What follows belongs to an exercise in optimizing a design on an open flow for small area and a short achievable clock period; a production flow would make more cautious choices.
No activity file was given, so power comes from the tool's default toggle rates.

red:
## ChipLevel
module ChipLevel (
   input  logic [15:0] data16_a, data16_b, data16_c, data16_d,
   input  logic [7:0] din_a, din_b,
   input  logic [1:0] sel,
   input  logic clk, cin, rst, start,
   input  logic s1, s2, op,
   output logic [15:0] mux_out, regout,
   output logic [31:0] m32_out,
   output logic cout1, cout2, comp_out1, comp_out2
);
Size in the first run: about 1,800 cells after synthesis, roughly 210 flip-flops, about 160 I/O pins.
export LEC_CHECK = 0
export CAP_MARGIN = 20
export CORE_MARGIN = 2
export CORE_UTILIZATION = 60
export SETUP_SLACK_MARGIN = 4.0
export SLEW_MARGIN = 20
create_clock -name core_clock -period 8.0 [get_ports {clk}]
standard.sh (not shown) runs the stock make flow with config.mk's settings and CLKGATE_MAP_FILE= SYNTH_SCRIPT=/design/flow/synth_recipe.tcl, a recipe that flattens the netlist after the stock synthesis.
==> flow/flow/run.sh <==
#!/bin/bash
# Layout flow: the standard one, except that synthesis keeps the design's FA
# modules as the library's full-adder cell (flow/synth_fa.tcl) and leaves the
# remaining logic to ABC without re-extracting adders from it.  The
# registers must come out exactly as in the standard synthesis (same names
# and cell types); if they do not, the standard synthesis is used instead.
set -uo pipefail
R=orfs/results/$FLOW_PLATFORM/ChipLevel/base

bash standard.sh synth > std_synth.log 2>&1 || exit 1
cp $R/1_2_yosys.v std_1_2_yosys.v

# 2. the synthesis with full-adder cells, in a work folder of its own
MK=$(sed -n 's/^make -C \S* \(.*\) "\${@:-finish}"$/\1/p' standard.sh | sed 's|WORK_HOME=\S*||; s|SYNTH_SCRIPT=\S*||')
eval make -C "$FLOW_HOME" $MK WORK_HOME="$PWD/orfs_fa" SYNTH_SCRIPT="$PWD/flow/synth_fa.tcl" \
  "SYNTH_KEEP_MODULES=FA HA CellAO21 CellAND2 CellXOR2 CellNOR2" "ADDER_MAP_FILE=" synth > fa_synth.log 2>&1
ok=$?
if [[ $ok -eq 0 ]] && python3 flow/same_regs.py std_1_2_yosys.v orfs_fa/results/$FLOW_PLATFORM/ChipLevel/base/1_2_yosys.v > regs_check.log 2>&1; then
  echo "using the full-adder synthesis" > synth_choice.log
  cp orfs_fa/results/$FLOW_PLATFORM/ChipLevel/base/1_2_yosys.v $R/1_2_yosys.v
  rm -f $R/1_synth.odb $R/1_synth.sdc
else
  echo "using the standard synthesis (fa synth exit $ok)" > synth_choice.log
fi

# 3. the rest of the standard flow, with the ORFS settings in flow/make_args.txt
EXTRA=()
if [[ -f flow/make_args.txt ]]; then
  while read -r line; do [[ -n "$line" && "$line" != \#* ]] && EXTRA+=("$line"); done < flow/make_args.txt
fi
bash standard.sh finish "${EXTRA[@]}" > std_finish.log 2>&1
Other scripts of this flow, unchanged in this note and not shown: flow/flow/same_regs.py, flow/flow/synth_fa.tcl
In summary, red completed successfully, with a layout that passed the timing, DRC and antenna checks.
#### Input delta (blue over red)
- a change of SETUP_SLACK_MARGIN from 4.0 to 3.6
diff --git a/flow/flow/run.sh b/flow/flow/run.sh
--- a/flow/flow/run.sh
+++ b/flow/flow/run.sh
@@ -15 +15,2 @@
-eval make -C "$FLOW_HOME" $MK WORK_HOME="$PWD/orfs_fa" SYNTH_SCRIPT="$PWD/flow/synth_fa.tcl" \
+read -ra MKARGS <<< "$MK"
+make -C "$FLOW_HOME" "${MKARGS[@]}" WORK_HOME="$PWD/orfs_fa" SYNTH_SCRIPT="$PWD/flow/synth_fa.tcl" \
Results
[compare] base=red new=blue: post-place setup slack shows an increase of 95 ps; global-route usage over all layers lost 1.7 points.
Compared red against blue; total vias in the final route within noise.
As far as count of pins over their slew limit goes, blue and red are indistinguishable; the numbers are identical.
Changes observed in blue relative to red: relative contribution of combinational cells to total power ~0 delta, synthesized cell count -48, largest stage delay on the critical path ~0 delta.
Taking red as 1.0, blue lands at 0.924 on final area.
The post-CTS resize count number comes out higher for red vs blue.
Measured against blue, the wire length of red comes out at 1.08 times the reference value.
Changes in green relative to blue:
- swapping 3.6 for 3.3 in SETUP_SLACK_MARGIN
==> flow/flow/make_args.txt (new file) <==
BUFFER_PORTS_ARGS=-buffer_cell sky130_fd_sc_hd__buf_1
Results
Logic gate share of total power was higher in blue than in green. Layout overhead on the synthesized area delta for green relative to blue: 6.9 points lower. The more densely filled core belongs to blue, not green. Every stage of the flow completed for blue, and the final layout passed the timing, DRC and antenna checks. No stage failed in green, and the final checks on the layout all came back clean. Higher global routing usage on met1 among green and blue: blue. After detailed routing, blue needs more wire than green. Looking at worst setup path startpoint, the u5.q0_10 result is from green; the u5.q2_11 one comes from blue. Re non-clock buffer count: green and blue aren't equal, and the higher value belongs to blue.
Function was not checked in any run of this note: the RTL went through the layout flow alone.

## static timing again, ports no longer ideal
The flow's constraints put no driver on any port. The routed layouts listed below were extracted and timed again, unchanged, in two steps. Step 1 sets driving cells, clkbuf_16 on the clock port and buf_2 on the other inputs (assumed; they add their load-dependent delay and slew). Step 2 also shifts input and output timing later by t, the mid clock arrival at the registers, as if the neighbouring blocks saw the same clock. Three values: no drivers, after step 1, after step 2; two values: the first two.
run	t, ns	setup WS [ns]	hold WS [ns]	slew at the worst register clock pin (ns)
red	0.588	3.180 / 3.127 / 3.471	0.323 / 0.323 / 0.323	0.07 / 0.07
blue	0.573	3.383 / 3.333 / 3.039	0.323 / 0.323 / 0.323	0.06 / 0.06
green	0.583	3.361 / 3.311 / 2.871	0.327 / 0.327 / 0.327	0.06 / 0.06
After both steps every run listed still meets setup and hold. The setup slack of green, which loses most, moves by -0.050 ns with the drivers and by -0.490 ns with both steps.
